From an optimization exercise on the open Yosys and OpenROAD flow, aimed at small area, a short achievable clock period and few clock cycles; shortcuts taken in it are not production practice. Function was checked by simulation only, so behaviour that the tests miss may differ from the original.

==> 06-04 <==
// zipcore
module	zipcore(i_clk, i_reset,
		o_wb_cyc, o_wb_stb, o_wb_we, o_wb_addr, o_wb_data, o_wb_sel,
		i_wb_ack, i_wb_stall, i_wb_data, i_wb_err);
	input	wire		i_clk, i_reset;
	output	wire		o_wb_cyc, o_wb_stb, o_wb_we;
	output	wire	[29:0]	o_wb_addr;
	output	wire	[31:0]	o_wb_data;
	output	wire	[3:0]	o_wb_sel;
	input	wire		i_wb_ack, i_wb_stall;
	input	wire	[31:0]	i_wb_data;
	input	wire		i_wb_err;
	wire		dbg_ack, dbg_stall, ext_int;
	wire	[31:0]	dbg_data;
	zipbones #(.RESET_ADDRESS(32'h0100000), .ADDRESS_WIDTH(30),
			.LGICACHE(6))
		swic(i_clk, i_reset,
			o_wb_cyc, o_wb_stb, o_wb_we, o_wb_addr, o_wb_data,
				o_wb_sel, i_wb_ack, i_wb_stall, i_wb_data,
				i_wb_err,
			1'b0, ext_int,
			1'b0, 1'b0, 1'b0, 1'b0, 32'h00,
				dbg_ack, dbg_stall, dbg_data);
	wire	[34:0]	unused;
	assign	unused = { dbg_ack, dbg_stall, ext_int, dbg_data };
endmodule
Settings: LEC_CHECK=0, CAP_MARGIN=20, CORE_MARGIN=2, CORE_UTILIZATION=40, SLEW_MARGIN=20; clock period 12.0 ns.
run.sh (not shown) runs the stock make flow with config.mk's settings and CLKGATE_MAP_FILE= SYNTH_SCRIPT=/design/flow/synth_recipe.tcl, a recipe that flattens the netlist after the stock synthesis.
==> 03-22: changes against 06-04 <==
--- a/flow/design.v
+++ b/flow/design.v
@@ -554,50 +554,50 @@
 	reg		r_busy;		 
 	reg		pre;		 
 	reg		r_signed;	 
 	reg		r_sign;		 
 	reg		r_neg;		 
 	reg		zero_divisor;
-	reg	[2:0]	r_bit;
+	reg	[3:0]	r_bit;
 	reg		last_bit;
 	reg		r_z, r_c;
-	reg	[(BW-1):0]	r_num;	 
+	reg	[BW:0]		r_num;	 
 	reg	[(BW-1):0]	r_rem;	 
 	reg	[(BW-1):0]	r_den;	 
 	reg	[(BW+1):0]	r_den3;	 
-	function automatic [(BW+3):0] rstep(input [(BW-1):0] rem,
-			input [1:0] nb, input [(BW-1):0] den,
-			input [(BW+1):0] den3);
-		reg	[(BW+1):0]	x;
-		reg	[(BW+2):0]	t1, t2, t3;
-		reg	[1:0]		q;
-		reg	[(BW-1):0]	nrem;
-		reg			c;
-		begin
-			x  = { rem, nb };
-			t1 = { 1'b0, x } - { 3'b0, den };
-			t2 = { 1'b0, x } - { 2'b0, den, 1'b0 };
-			t3 = { 1'b0, x } - { 1'b0, den3 };
-			if (!t3[BW+2])
-				begin q = 2'b11; nrem = t3[(BW-1):0]; end
-			else if (!t2[BW+2])
-				begin q = 2'b10; nrem = t2[(BW-1):0]; end
-			else if (!t1[BW+2])
-				begin q = 2'b01; nrem = t1[(BW-1):0]; end
-			else
-				begin q = 2'b00; nrem = x[(BW-1):0]; end
-			if (!t2[BW+2])
-				c = (t3 == 0)||(t2 == 0);
-			else
-				c = (t1 == 0)||(x == 0);
-			rstep = { c, q, nrem };
-		end
-	endfunction
-	wire	[(BW+3):0]	sa, sb;
-	assign	sa = rstep(r_rem, r_num[(BW-1):(BW-2)], r_den, r_den3);
-	assign	sb = rstep(sa[(BW-1):0], r_num[(BW-3):(BW-4)], r_den, r_den3);
+	reg	[(BW+2):0]	r_den5;	 
+	reg	[(BW+2):0]	r_den7;	 
+	wire	[(BW+2):0]	x;
+	wire	[(BW+3):0]	t1, t2, t3, t4, t5, t6, t7;
+	assign	x  = { r_rem, r_num[BW:(BW-2)] };
+	assign	t1 = { 1'b0, x } - { 4'b0, r_den };
+	assign	t2 = { 1'b0, x } - { 3'b0, r_den, 1'b0 };
+	assign	t3 = { 1'b0, x } - { 2'b0, r_den3 };
+	assign	t4 = { 1'b0, x } - { 2'b0, r_den, 2'b0 };
+	assign	t5 = { 1'b0, x } - { 1'b0, r_den5 };
+	assign	t6 = { 1'b0, x } - { 1'b0, r_den3, 1'b0 };
+	assign	t7 = { 1'b0, x } - { 1'b0, r_den7 };
+	reg	[2:0]		q;
+	reg	[(BW-1):0]	nrem;
+	always @(*)
+	if (!t7[BW+3])
+		begin q = 3'h7; nrem = t7[(BW-1):0]; end
+	else if (!t6[BW+3])
+		begin q = 3'h6; nrem = t6[(BW-1):0]; end
+	else if (!t5[BW+3])
+		begin q = 3'h5; nrem = t5[(BW-1):0]; end
+	else if (!t4[BW+3])
+		begin q = 3'h4; nrem = t4[(BW-1):0]; end
+	else if (!t3[BW+3])
+		begin q = 3'h3; nrem = t3[(BW-1):0]; end
+	else if (!t2[BW+3])
+		begin q = 3'h2; nrem = t2[(BW-1):0]; end
+	else if (!t1[BW+3])
+		begin q = 3'h1; nrem = t1[(BW-1):0]; end
+	else
+		begin q = 3'h0; nrem = x[(BW-1):0]; end
 	wire	[(BW-1):0]	w_absden;
 	assign	w_absden = ((r_signed)&&(r_den[BW-1])) ? -r_den : r_den;
 	always @(posedge i_clk)
 		if (i_rst)
 			pre <= 1'b0;
 		else
@@ -648,65 +648,66 @@
 		else
 			o_err <= (pre)&&(zero_divisor);
 	always @(posedge i_clk)
 		if ((r_busy)&&(!last_bit))
 			r_bit <= r_bit - 1'b1;
 		else
-			r_bit <= 3'h7;
+			r_bit <= 4'd10;
 	always @(posedge i_clk)
 		if (i_rst)
 			last_bit <= 1'b0;
 		else
-			last_bit <= (r_busy)&&(r_bit == 3'h1);
+			last_bit <= (r_busy)&&(r_bit == 4'h1);
 	always @(posedge i_clk)
 		if ((pre)&&(r_signed))
 			r_sign <= (r_num[BW-1])^(r_den[BW-1]);
 		else if (pre)
 			r_sign <= 1'b0;
 	always @(posedge i_clk)
 		if (i_wr)
 		begin
-			r_num <= i_numerator;
+			r_num <= { 1'b0, i_numerator };
 			r_den <= i_denominator;
 		end else if (pre)
 		begin
 			if ((r_signed)&&(r_num[BW-1]))
-				r_num <= -r_num;
+				r_num[(BW-1):0] <= -r_num[(BW-1):0];
 			r_den  <= w_absden;
 		end else if (r_busy)
-			r_num <= { r_num[(BW-5):0], 4'h0 };
+			r_num <= { r_num[(BW-3):0], 3'h0 };
 	always @(posedge i_clk)
 		if (pre)
+		begin
 			r_den3 <= { 2'b0, w_absden } + { 1'b0, w_absden, 1'b0 };
+			r_den5 <= { 3'b0, w_absden } + { 1'b0, w_absden, 2'b0 };
+			r_den7 <= { w_absden, 3'b0 } - { 3'b0, w_absden };
+		end
 	always @(posedge i_clk)
 		if (pre)
 			r_rem <= 0;
 		else if (r_busy)
-			r_rem <= sb[(BW-1):0];
+			r_rem <= nrem;
 	always @(posedge i_clk)
 		if ((pre)&&(zero_divisor))
 			o_quotient <= 1;
 		else if (pre)
 			o_quotient <= 0;
 		else if (r_busy)
-			o_quotient <= { o_quotient[(BW-5):0],
-					sa[(BW+1):BW], sb[(BW+1):BW] };
+			o_quotient <= { o_quotient[(BW-4):0], q };
 		else if (r_neg)
 			o_quotient <= -o_quotient;
 	always @(posedge i_clk)
 		if (pre)
 			r_z <= (!zero_divisor);
-		else if ((r_busy)&&(sa[(BW+1):BW] != 0))
-			r_z <= 1'b0;
-		else if ((r_busy)&&(sb[(BW+1):BW] != 0))
+		else if ((r_busy)&&(q != 0))
 			r_z <= 1'b0;
 	always @(posedge i_clk)
 		if ((pre)&&(zero_divisor))
 			r_c <= (r_num == 0);
 		else
-			r_c <= (r_busy)&&(last_bit)&&(sb[BW+2]);
+			r_c <= (r_busy)&&(last_bit)&&(nrem == 0);
 	wire	w_n;
 	assign w_n = o_quotient[(BW-1)];
 	assign o_flags = { 1'b0, w_n, r_c, r_z };
 endmodule
 `default_nettype	none
 module	cpuops(i_clk,i_rst, i_ce, i_op, i_a, i_b, o_c, o_f, o_valid,
@@ -825,44 +826,45 @@
 		assign	mpy_result = (r_sgn[1])?r_smpy_result:r_umpy_result;
 		assign	mpydone = mpypipe[1];
 	end else  
 	begin  
 		reg	signed [32:0]	r_mpy_a_input;
 		reg	[32:0]	r_mpy_b_input;
-		reg	[4:0]	mpypipe;
+		reg	[5:0]	mpypipe;
+		reg	signed [41:0]	r_prod;
 		reg	signed [42:0]	r_hi;
 		reg	[23:0]	r_lo;
 		always @(posedge i_clk)
 		begin
 			if (i_rst)
-				mpypipe <= 5'h0;
+				mpypipe <= 6'h0;
 			else
-				mpypipe <= { mpypipe[3:0], this_is_a_multiply_op };
+				mpypipe <= { mpypipe[4:0], this_is_a_multiply_op };
 			if (this_is_a_multiply_op)
 			begin
 				r_mpy_a_input <= { (i_a[31])&&(i_op[0]), i_a };
 				r_mpy_b_input <= { (i_b[31])&&(i_op[0]), i_b };
 				mpyhi  <= i_op[1];
 			end else if (|mpypipe[2:0])
 				r_mpy_b_input <= { {(8){r_mpy_b_input[32]}},
 						r_mpy_b_input[32:8] };
 		end
-		assign	mpybusy = |mpypipe[3:0];
-		assign	mpydone = mpypipe[4];
+		assign	mpybusy = |mpypipe[4:0];
+		assign	mpydone = mpypipe[5];
 		wire	signed	[8:0]	w_mpy_b_byte;
-		wire	signed	[41:0]	w_mpy_prod;
 		assign	w_mpy_b_byte = (mpypipe[3])
 				? r_mpy_b_input[8:0]
 				: { 1'b0, r_mpy_b_input[7:0] };
-		assign	w_mpy_prod = r_mpy_a_input * w_mpy_b_byte;
 		always @(posedge i_clk)
-		if (mpypipe[0])
-			r_hi <= w_mpy_prod;
-		else if (|mpypipe[3:1])
+			r_prod <= r_mpy_a_input * w_mpy_b_byte;
+		always @(posedge i_clk)
+		if (mpypipe[1])
+			r_hi <= r_prod;
+		else if (|mpypipe[4:2])
 		begin
-			r_hi <= (r_hi >>> 8) + w_mpy_prod;
+			r_hi <= (r_hi >>> 8) + r_prod;
 			r_lo <= { r_hi[7:0], r_lo[23:8] };
 		end
 		assign	mpy_result = { r_hi[39:0], r_lo };
 	end
 	endgenerate  
 	always @(posedge i_clk)
@@ -1068,15 +1070,20 @@
 			||((alu_wF)||((alu_wR)&&(alu_reg[3:0] == 4'he)))
 			||(mem_busy)||(div_busy)||(fpu_busy);
 	wire	seq_stall, seq_only;
 	assign	seq_stall = (alu_busy)||(div_busy)||(fpu_busy)
 			||(wr_reg_ce)||(mem_busy)||(op_valid)||(wr_flags_ce);
 	assign	seq_only = ((step)&&(gie))
-			||((dcd_valid)&&((dcd_rA)&&((dcd_Acc)||((dcd_Apc)&&(dcd_A[4] != dcd_gie)))))
-			||((dcd_valid)&&((dcd_rB)&&((dcd_Bcc)||((dcd_Bpc)&&(dcd_B[4] != dcd_gie)))));
-	assign	op_stall = ((seq_only)&&(seq_stall))
+			||((dcd_valid)&&(dcd_rA)&&(dcd_Apc)&&(dcd_A[4] != dcd_gie))
+			||((dcd_valid)&&(dcd_rB)&&(dcd_Bpc)&&(dcd_B[4] != dcd_gie));
+	wire	cc_read, cc_stall;
+	assign	cc_read = (dcd_valid)&&(((dcd_rA)&&(dcd_Acc))
+					||((dcd_rB)&&(dcd_Bcc)));
+	assign	cc_stall = (alu_busy)||(div_busy)||(fpu_busy)||(op_valid)
+			||(mem_rdbusy)||((wr_reg_ce)&&(wr_write_cc));
+	assign	op_stall = ((seq_only)&&(seq_stall))||((cc_read)&&(cc_stall))
 		||(op_valid)&&(  
 			(alu_stall)
 			||(((op_valid_div)||(op_valid_fpu))
 				&&(!adf_ce_unconditional))
 			||(mem_stalled)  
 			||(op_Rcc)
@@ -1166,16 +1173,27 @@
 		begin
 			op_Aid <= dcd_A;
 			op_Bid <= dcd_B;
 			op_rA <= dcd_rA;
 			op_rB <= dcd_rB;
 		end
+	wire	fwd_alu;
+	assign	fwd_alu = ((alu_wR)&&(alu_valid))||(div_valid);
+	wire	fwd_dcdA, fwd_dcdB, fwd_opA, fwd_opB;
+	assign	fwd_dcdA = ((mem_valid)&&(mem_wreg == dcd_A))
+				||((fwd_alu)&&(alu_reg == dcd_A));
+	assign	fwd_dcdB = ((mem_valid)&&(mem_wreg == dcd_B))
+				||((fwd_alu)&&(alu_reg == dcd_B));
+	assign	fwd_opA  = ((mem_valid)&&(mem_wreg == op_Aid))
+				||((fwd_alu)&&(alu_reg == op_Aid));
+	assign	fwd_opB  = ((mem_valid)&&(mem_wreg == op_Bid))
+				||((fwd_alu)&&(alu_reg == op_Bid));
 	always @(posedge i_clk)
 		if (op_ce)
 		begin
-			if ((wr_reg_ce)&&(wr_reg_id == dcd_A))
+			if (fwd_dcdA)
 				r_op_Av <= wr_gpreg_vl;
 			else
 			if (dcd_Apc)
 				r_op_Av <= w_pcA_v;
 			else if (dcd_Acc)
 				r_op_Av <= { w_cpu_info, w_op_Av[22:16], 1'b0, (dcd_A[4])?w_uflags:w_iflags };
@@ -1192,13 +1210,13 @@
 					: { upc[(AW+1):2], uhalt_phase, 1'b0 } };
 	generate
 	if (AW < 30)
 		assign	w_pcB_v[31:(AW+2)] = 0;
 	endgenerate
 	assign	w_op_BnI = (!dcd_rB) ? 32'h00
-		: ((wr_reg_ce)&&(wr_reg_id == dcd_B)) ? wr_gpreg_vl
+		: (fwd_dcdB) ? wr_gpreg_vl
 		: ((dcd_Bcc) ? { w_cpu_info, w_op_Bv[22:16],  
 			1'b0, (dcd_B[4])?w_uflags:w_iflags}
 		: w_op_Bv);
 	always @(posedge i_clk)
 		if ((op_ce)&&(dcd_Bpc)&&(dcd_rB))
 			r_op_Bv <= w_pcB_v + { dcd_I[29:0], 2'b00 };
@@ -1304,20 +1322,20 @@
 	always @(posedge i_clk)
 		if (clear_pipeline)
 			r_op_phase <= 1'b0;
 		else if (op_change_data_ce)
 			r_op_phase <= (dcd_phase)&&((!dcd_wR)||(!dcd_Rpc));
 	assign	op_phase = r_op_phase;
-	assign	op_Av = ((wr_reg_ce)&&(wr_reg_id == op_Aid))  
+	assign	op_Av = (fwd_opA)
 			?  wr_gpreg_vl : r_op_Av;
 	assign	dcd_A_stall = (dcd_rA)  
 				&&((op_valid)||(mem_rdbusy)
 					||(div_busy)||(fpu_busy))
 				&&(((op_wF)||(cc_invalid_for_dcd))&&(dcd_Acc))
 			||((dcd_rA)&&(dcd_Acc)&&(cc_invalid_for_dcd));
-	assign	op_Bv = ((wr_reg_ce)&&(wr_reg_id == op_Bid)&&(op_rB))
+	assign	op_Bv = (fwd_opB)&&(op_rB)
 			? wr_gpreg_vl: r_op_Bv;
 	assign	dcd_B_stall = (dcd_rB)  
 				&&((op_valid)||(mem_rdbusy)
 					||(div_busy)||(fpu_busy)||(alu_busy))
 				&&(
 				((!dcd_zI)&&(
Settings changed: CORE_UTILIZATION 40 to 55, SETUP_SLACK_MARGIN set to 4.
==> results.cfg <==
[outcome]
status = complete, no violations

[detailed_routing]
met3_length_um = 45000

[power_and_ir_drop]
irDropWorstVdd_uv = 127
p_comb_mw = 0.428

[cts]
cts_resized = 0
cts_buffers = 230

[sta]
timing.final.ws_setup_ns = 2.71
period_share = 0.774

[final_layout]
nonClkBufAreaFrac = 0.0233
the above is filed under 06-04

==> results.cfg <==
[cts]
cts_buffers = 242
post_cts_buffers = 0

[sta]
slew_violations = 82
period_share = 0.651
timing.final.ws_setup_ns = 4.19

[final_layout]
nonClkBufAreaFrac = 0.0237

[detailed_routing]
drc = 0
dr.pass1.iters = 10
met3_length_um = 55200

[outcome]
so.violations = max-slew violations
status = finished with violations

[power_and_ir_drop]
irDropWorstVdd_uv = 164
p_comb_mw = 0.498

[placed_design]
dpl_cell_area_um2 = 150000
the above is filed under 03-22

Testbench counts of 06-04, summed over its fixed seeds: cycles 36,298.
Testbench counts of 03-22, summed over its fixed seeds: cycles 38,192.

-- afterwards: timing with drivers on the ports --
How much do the figures lean on ideal ports? The routed layouts below were timed once more, with nothing changed but the port constraints. Step 1 sets driving cells, clkbuf_16 on the clock port and buf_2 on the other inputs (assumed; they add their load-dependent delay and slew). Step 2 times the ports against the registers' clock, not the clock port: input delays grow and output delays shrink by t, the midpoint of the rising clock arrivals with the driver on. Three values: ideal, step 1, step 2; two values: the first two.
| run | shift t [ns] | slack for setup (ns) | worst slew at a driven data input, ns |
|---|---|---|---|
| 06-04 | 1.018 | 2.708 / 2.708 / 2.708 | 0.24 |
| 03-22 | 1.023 | 4.189 / 4.189 / 4.189 | 0.04 |
